Background: an optimization exercise with open tools, aiming at small area. Do not read the settings as production practice.
The RTL was checked by simulation tests, not by an equivalence proof against the original design.
The clock port is modelled as an ideal driver, which makes a skipped or thinned clock tree look cheaper than it is; a real chip needs a root buffer or a tree.
Power figures rest on the tool's default switching activity, not on a simulated workload.

Setup of lane 1:
// basys3_uart_alu
module basys3_uart_alu (
  input  wire clk100mhz,
  input  wire btn_reset,    
  input  wire uart_rxd,
  output wire uart_txd
);
  wire clk = clk100mhz;
  wire rx  = uart_rxd;
  localparam [2:0] P_HDR = 3'd0, P_OP = 3'd1, P_A = 3'd2, P_B = 3'd3,
                   P_T0  = 3'd4, P_T1 = 3'd5, P_T2 = 3'd6;
  reg [2:0] ph;
  reg       busy;       
  reg [3:0] bc;         
  reg [9:0] t;          
  reg [7:0] A;          
  reg [5:0] op;
  reg       m;          
  reg       c;          
  reg       v;          
  wire hit  = (t[8:0] == 9'h161);
  wire tick = busy & hit;
  always @(posedge clk)
    t <= {t[8:0], busy & (~(t[9] ^ t[6]) ^ hit)};
  wire w4 = (t[9:2] == 8'b10011011);
  wire w2 = w4 & t[1];
  wire last = bc[3] & bc[0];               
  wire data = (bc != 4'd0) && !last;
  wire txph = ph[2];
  always @(posedge clk or posedge btn_reset) begin
    if (btn_reset) begin
      ph   <= P_HDR;
      busy <= 1'b0;
    end else begin
      if (!busy) begin
        if (!rx) busy <= 1'b1;
      end else if (tick) begin
        if (ph == P_T2) begin
          if (bc == 4'd8) begin ph <= P_HDR; busy <= 1'b0; end   
        end else if (last) begin
          case (ph)
            P_T0: ph <= P_T1;
            P_T1: ph <= P_T2;
            default: begin
              busy <= 1'b0;
              if (rx) begin
                if (m)               ph <= P_OP;
                else if (ph == P_OP) ph <= P_A;
                else if (ph == P_A)  ph <= P_B;
                else if (ph == P_B) begin ph <= P_T0; busy <= 1'b1; end
              end
            end
          endcase
        end
      end
    end
  end
  always @(posedge clk) begin
    if (!busy || (tick && last)) bc <= 4'd0;
  ...
==> flow/config.mk <==
export PLATFORM = sky130hd
export DESIGN_NAME = basys3_uart_alu
export DESIGN_NICKNAME = basys3_uart_alu
export VERILOG_FILES = /design/flow/design.v
export SDC_FILE = /design/flow/constraint.sdc
export NUM_CORES = 4
export LEC_CHECK = 0
export CAP_MARGIN = 20
export CORE_MARGIN = 2
export CORE_UTILIZATION = 70
export SLEW_MARGIN = 20
==> flow/constraint.sdc <==
create_clock -name core_clock -period 10.0 [get_ports {clk100mhz}]
set_input_delay 2.0000 -clock core_clock [delete_from_list [all_inputs] [get_ports {clk100mhz}]]
set_output_delay 2.0000 -clock core_clock [all_outputs]
set_load 0.01 [all_outputs]
standard.sh (not shown) runs the stock make flow with config.mk's settings and CLKGATE_MAP_FILE= SYNTH_SCRIPT=/design/flow/synth_recipe.tcl, a recipe that flattens the netlist after the stock synthesis.
==> flow/flow/run.sh <==
#!/bin/bash
# Own layout flow: the standard layout (standard.sh) with
#  - our synthesis script (synth.tcl: no extract_fa, area-oriented ABC),
#  - buf_1 cells as the port buffers,
#  - a clock tree of one buffer (one_buf.tcl, run in place of TritonCTS).
# Make's full output goes to make.log; each step's log is under orfs/logs.
set -euo pipefail
W=$(pwd)
F=$W/flow
CLOCK_BUF=$(cat $F/clock_buf.txt)
sed -e "s#SYNTH_SCRIPT=[^ ]*#SYNTH_SCRIPT=$F/synth.tcl BUFFER_PORTS_ARGS=-buffer_cell\\\\ sky130_fd_sc_hd__buf_1 PRE_CTS_TCL=$F/one_buf.tcl OWN_CLOCK_PORT=clk100mhz OWN_CLOCK_BUF=$CLOCK_BUF#" standard.sh > own_standard.sh
bash own_standard.sh > make.log 2>&1 || { tail -50 make.log; exit 1; }
tail -5 make.log
==> flow/flow/abc1.script <==
strash
dc2
dch -f
map -a
strash
dch -f
map -a
==> flow/flow/abc2.script <==
strash
dc2
dch -f
map -a
==> flow/flow/abc3.script <==
strash
dc2
dch -f
map -a
strash
dc2
dch -f
map -a
strash
dch -f
map -a
==> flow/flow/abc4.script <==
strash
&get -n
&dch -f
&nf -R 1000
&put
==> flow/flow/abc5.script <==
strash
dch
map -a
==> flow/flow/abc6.script <==
strash
dc2
dch -f
map -a
strash
balance -l
rewrite -l
refactor -l
balance -l
rewrite -l
rewrite -z -l
balance -l
refactor -z -l
rewrite -z -l
balance -l
dch -f
map -a
==> flow/flow/clock_buf.txt <==
sky130_fd_sc_hd__clkbuf_16
==> flow/flow/one_buf.tcl <==
# Clock tree of one buffer: the clock port drives a single clock buffer placed
# at the centre of the flip-flops, which drives every flip-flop clock pin.
proc clock_tree_synthesis {args} {
  set block [ord::get_db_block]
  set n 0; set sx 0; set sy 0
  foreach inst [$block getInsts] {
    if {[[$inst getMaster] isSequential]} {
      set loc [$inst getLocation]
      set sx [expr {$sx + [lindex $loc 0]}]
      set sy [expr {$sy + [lindex $loc 1]}]
      incr n
    }
  }
  set dbu [$block getDbUnitsPerMicron]
  set x [expr {double($sx) / $n / $dbu}]
  set y [expr {double($sy) / $n / $dbu}]
  set clk_net [[[$block findBTerm $::env(OWN_CLOCK_PORT)] getNet] getName]
  puts "own flow: one $::env(OWN_CLOCK_BUF) for $n flip-flops at $x $y on $clk_net"
  insert_buffer -buffer_cell $::env(OWN_CLOCK_BUF) -net $clk_net -buffer_name clkbuf_root \
    -net_name clknet_root -location [list $x $y]
  set_propagated_clock [all_clocks]
}
==> flow/flow/synth.tcl <==
# The standard flow's synthesis script (synth_recipe.tcl in the work folder), with two changes
# to the combinational logic only; flip-flops are mapped before either applies:
#  - no extract_fa: half and full adders are left to ABC instead of fixed cells;
#  - ABC runs a generic pass first, then each area script abc*.script beside this
#    file, and the smallest mapped result is kept.
set ::own_dir [file dirname [file normalize [info script]]]
proc extract_fa {args} { puts "own flow: extract_fa skipped" }
proc abc {args} {
  set si [lsearch -exact $args -script]
  set lib [lindex $args [expr {[lsearch -exact $args -liberty] + 1}]]
  set stat $::env(LOG_DIR)/own_abc_stat.txt
  yosys design -save own_pre
  set best -1
  foreach k [lsort [glob $::own_dir/abc*.script]] {
    yosys design -load own_pre
    yosys abc -fast
    yosys abc {*}[lreplace $args $si [expr {$si + 1}] -script $k]
    yosys tee -q -o $stat stat -liberty $lib
    set fh [open $stat r]; set txt [read $fh]; close $fh
    regexp {Chip area for module[^:]*:\s*([0-9.]+)} $txt -> area
    puts "own flow: $k area $area"
    if {$best < 0 || $area < $best} {
      set best $area
      yosys design -save own_best
    }
  }
  yosys design -load own_best
  puts "own flow: kept area $best"
}
source [file join [file dirname $::own_dir] synth_recipe.tcl]
> inputs changed (lane 1 -> lane 2)
# lane 1
export LEC_CHECK = 0
export CAP_MARGIN = 20
export CORE_MARGIN = 2
export CORE_UTILIZATION = 70
export SLEW_MARGIN = 20
create_clock -name core_clock -period 10.0 [get_ports {clk100mhz}]
# lane 2
export LEC_CHECK = 0
export CAP_MARGIN = 20
export CORE_MARGIN = 2
export CORE_UTILIZATION = 40
export SLEW_MARGIN = 20
create_clock -name core_clock -period 10.0 [get_ports {clk100mhz}]
==> flow/flow/run.sh <==
#!/bin/bash
# Own layout flow: the standard layout (standard.sh) with our synthesis
# script (synth.tcl) and small port buffers. Make's full output goes to make.log.
set -euo pipefail
W=$(pwd)
F=$W/flow
sed -e "s#SYNTH_SCRIPT=[^ ]*#SYNTH_SCRIPT=$F/synth.tcl BUFFER_PORTS_ARGS=-buffer_cell\\\\ sky130_fd_sc_hd__buf_1#" standard.sh > own_standard.sh
bash own_standard.sh > make.log 2>&1 || { tail -50 make.log; exit 1; }
tail -5 make.log
removed: flow/flow/clock_buf.txt
removed: flow/flow/one_buf.tcl
==> comparison <==
Est. power | lane 2 vs lane 1 | lane 2 higher. Summary of lane 2 over lane 1: overall track demand over capacity in global routing went down 9.7 points; routed wire length went down; horizontal die dimension up 30%. Cell count after placement (lane 2 / lane 1): 1.11.
diff inputs: lane 2 => lane 3
# lane 2
export LEC_CHECK = 0
export CAP_MARGIN = 20
export CORE_MARGIN = 2
export CORE_UTILIZATION = 40
export SLEW_MARGIN = 20
create_clock -name core_clock -period 10.0 [get_ports {clk100mhz}]
# lane 3
export LEC_CHECK = 0
export CAP_MARGIN = 20
export CORE_MARGIN = 2
export CORE_UTILIZATION = 40
export CTS_BUF_LIST = sky130_fd_sc_hd__clkbuf_16
export CTS_CLUSTER_DIAMETER = 500
export CTS_CLUSTER_SIZE = 50
export SLEW_MARGIN = 20
create_clock -name core_clock -period 10.0 [get_ports {clk100mhz}]
Hold slack essentially unchanged between lane 2 and lane 3. Diff lane 2 -> lane 3 | wire length of the first global-routing pass | increase of about 1.3%. Comparing lane 3 against lane 2, there is no change at all in buffers inserted during post-CTS setup optimization. Compare lane 2 and lane 3 | sequential fraction of total cell area higher: lane 2. Compared with lane 2, lane 3 shows part of the total power dissipated in the clock network higher by 10 points. The finished layout cell area of lane 3 exceeds that of lane 2 by 3.3%. Lane 3 vs. lane 2: setup slack went up by 0.0065 ns. The total number of cells along the worst setup path on lane 2 is in line with that on lane 3. Per the comparison of lane 3 with lane 2, detailed-route wire length up 1.2%, final core utilization up 1.5 points.
Input-level comparison between lane 4 and lane 3:
# lane 3
export LEC_CHECK = 0
export CAP_MARGIN = 20
export CORE_MARGIN = 2
export CORE_UTILIZATION = 40
export CTS_BUF_LIST = sky130_fd_sc_hd__clkbuf_16
export CTS_CLUSTER_DIAMETER = 500
export CTS_CLUSTER_SIZE = 50
export SLEW_MARGIN = 20
create_clock -name core_clock -period 10.0 [get_ports {clk100mhz}]
# lane 4
export LEC_CHECK = 0
export CAP_MARGIN = 20
export CORE_MARGIN = 2
export CORE_UTILIZATION = 40
export SLEW_MARGIN = 20
create_clock -name core_clock -period 10.0 [get_ports {clk100mhz}]
==> flow/run.sh (new file) <==
#!/bin/bash
# synth_recipe.tcl (not shown) runs the flow's synth.tcl, then flattens the netlist and writes it again
# the make line also repeats each setting of config.mk as NAME=value (left out here)
make -C /OpenROAD-flow-scripts/flow DESIGN_CONFIG=/design/flow/config.mk WORK_HOME=/design/flow/orfs CLKGATE_MAP_FILE= SYNTH_SCRIPT=/design/flow/synth_recipe.tcl finish
removed: flow/flow/run.sh
removed: flow/flow/abc1.script
removed: flow/flow/abc2.script
removed: flow/flow/abc3.script
removed: flow/flow/abc4.script
removed: flow/flow/abc5.script
removed: flow/flow/abc6.script
removed: flow/flow/synth.tcl
removed: flow/standard.sh
Notes after the runs:
Against lane 3, unique cell type count in the Yosys netlist in lane 4 rose by more than half. Cmp lane 3 and lane 4 / maximum number of pins on one net before global-route repair / lower: lane 3. Lane 4 vs lane 3 on net count after synthesis: lane 4 is the higher one. Sequential share of layout area down 4.8 points in lane 4 wrt lane 3. Changes observed in lane 4 relative to lane 3: sequential-to-total area share from yosys stat down 7.8 points; first-iteration DRC count down 15; fraction of met2 tracks used by global routing down 5.2 points; worst-case clock skew flat; worst hold slack down 0.0078 ns. Time the worst path needs with I/O delays and setup: lane 4 worse than lane 3. Against lane 3, lane 4 comes in 0.37 ns higher on register-to-register path setup slack.
diff inputs: lane 4 => lane 5
# lane 4
export LEC_CHECK = 0
export CAP_MARGIN = 20
export CORE_MARGIN = 2
export CORE_UTILIZATION = 40
export SLEW_MARGIN = 20
create_clock -name core_clock -period 10.0 [get_ports {clk100mhz}]
# lane 5
export LEC_CHECK = 0
export CAP_MARGIN = 20
export CORE_MARGIN = 2
export CORE_UTILIZATION = 40
export CTS_BUF_LIST = sky130_fd_sc_hd__clkbuf_8
export CTS_CLUSTER_DIAMETER = 500
export CTS_CLUSTER_SIZE = 50
export SLEW_MARGIN = 20
create_clock -name core_clock -period 10.0 [get_ports {clk100mhz}]
==> flow/flow/run.sh (new file) <==
#!/bin/bash
# Own layout flow: the standard layout (standard.sh) with our synthesis
# script (synth.tcl) and small port buffers. Make's full output goes to make.log.
set -euo pipefail
W=$(pwd)
F=$W/flow
sed -e "s#SYNTH_SCRIPT=[^ ]*#SYNTH_SCRIPT=$F/synth.tcl BUFFER_PORTS_ARGS=-buffer_cell\\\\ sky130_fd_sc_hd__buf_1#" standard.sh > own_standard.sh
bash own_standard.sh > make.log 2>&1 || { tail -50 make.log; exit 1; }
tail -5 make.log
==> flow/flow/abc1.script (new file) <==
strash
dc2
dch -f
map -a
strash
dch -f
map -a
==> flow/flow/abc2.script (new file) <==
strash
dc2
dch -f
map -a
==> flow/flow/abc3.script (new file) <==
strash
dc2
dch -f
map -a
strash
dc2
dch -f
map -a
strash
dch -f
map -a
==> flow/flow/abc4.script (new file) <==
strash
&get -n
&dch -f
&nf -R 1000
&put
==> flow/flow/abc5.script (new file) <==
strash
dch
map -a
==> flow/flow/abc6.script (new file) <==
strash
dc2
dch -f
map -a
strash
balance -l
rewrite -l
refactor -l
balance -l
rewrite -l
rewrite -z -l
balance -l
refactor -z -l
rewrite -z -l
balance -l
dch -f
map -a
==> flow/flow/synth.tcl (new file) <==
# The standard flow's synthesis script (synth_recipe.tcl in the work folder), with two changes
# to the combinational logic only; flip-flops are mapped before either applies:
#  - no extract_fa: half and full adders are left to ABC instead of fixed cells;
#  - ABC runs a generic pass first, then each area script abc*.script beside this
#    file, and the smallest mapped result is kept.
set ::own_dir [file dirname [file normalize [info script]]]
proc extract_fa {args} { puts "own flow: extract_fa skipped" }
proc abc {args} {
  set si [lsearch -exact $args -script]
  set lib [lindex $args [expr {[lsearch -exact $args -liberty] + 1}]]
  set stat $::env(LOG_DIR)/own_abc_stat.txt
  yosys design -save own_pre
  set best -1
  foreach k [lsort [glob $::own_dir/abc*.script]] {
    yosys design -load own_pre
    yosys abc -fast
    yosys abc {*}[lreplace $args $si [expr {$si + 1}] -script $k]
    yosys tee -q -o $stat stat -liberty $lib
    set fh [open $stat r]; set txt [read $fh]; close $fh
    regexp {Chip area for module[^:]*:\s*([0-9.]+)} $txt -> area
    puts "own flow: $k area $area"
    if {$best < 0 || $area < $best} {
      set best $area
      yosys design -save own_best
    }
  }
  yosys design -load own_best
  puts "own flow: kept area $best"
}
source [file join [file dirname $::own_dir] synth_recipe.tcl]
==> flow/standard.sh (new file) <==
#!/bin/bash
# synth_recipe.tcl (not shown) runs the flow's synth.tcl, then flattens the netlist and writes it again
# the make line also repeats each setting of config.mk as NAME=value (left out here)
make -C /OpenROAD-flow-scripts/flow DESIGN_CONFIG=/design/flow/config.mk WORK_HOME=/design/flow/orfs CLKGATE_MAP_FILE= SYNTH_SCRIPT=/design/flow/synth_recipe.tcl "${@:-finish}"
removed: flow/run.sh
Notes after the runs:
Max synthesized netlist net count across lane 4 and lane 5: lane 4. Cell at the slowest stage of the critical path: sky130_fd_sc_hd__dfrtp_1 -> lane 5, sky130_fd_sc_hd__dfxtp_1 -> lane 4. Average cell area after synthesis (lane 4 / lane 5): 1.13. Comparing lane 4 and lane 5, the lower minimum clock period is on lane 5. Of lane 4 and lane 5, the higher synthesized-area fraction occupied by adder cells belongs to lane 4. Synthesized cell count: lane 4 and lane 5 compared, lower one is lane 5. Lane 5 vs lane 4 on length of routed met2 wiring: lane 5 is the lower one. Any difference in insertion delay of the later-clocked pin in the worst-skew pair between lane 5 and lane 4 is small enough to ignore. Delta (lane 5 minus lane 4): global-route usage went up; via count went down. Of lane 4 and lane 5, the lower number of well taps belongs to lane 5.
The clock cells of lane 1 come from the design's own scripts or RTL, not from TritonCTS.

separate check: timing with driven ports:
How much do the figures lean on ideal ports? The routed layouts below were timed once more, with nothing changed but the port constraints.
Step 1 (the two cells are an assumption about what drives the block):
set clk [get_ports {clk100mhz}]
set_driving_cell -lib_cell sky130_fd_sc_hd__clkbuf_16 $clk
set_driving_cell -lib_cell sky130_fd_sc_hd__buf_2 [delete_from_list [all_inputs] $clk]
Step 2 also shifts input and output timing later by t, the mid clock arrival at the registers, as if the neighbouring blocks saw the same clock.
Slacks: ideal / step 1 / step 2; pairs: ideal / step 1.
| run | t, ns | setup WS [ns] | worst setup path at the end | clock arrival spread, ns | slew at the worst register clock pin (ns) |
|---|---|---|---|---|---|
| lane 1 | 0.200 | 5.985 / 5.958 / 5.925 | input to register | 0.005 / 0.005 | 0.12 / 0.12 |
| lane 2 | 0.314 | 5.951 / 5.923 / 5.880 | input to register | 0.004 / 0.004 | 0.07 / 0.07 |
| lane 3 | 0.311 | 5.957 / 5.925 / 5.877 | input to register | 0.005 / 0.005 | 0.06 / 0.06 |
| lane 4 | 0.311 | 5.414 / 5.386 / 5.697 | register to output | 0.005 / 0.004 | 0.08 / 0.08 |
| lane 5 | 0.314 | 5.951 / 5.923 / 5.880 | input to register | 0.004 / 0.004 | 0.07 / 0.07 |
After both steps setup and hold are still met in every run listed. The setup slack of lane 3, which loses most, moves by -0.032 ns with the drivers and by -0.080 ns with both steps.
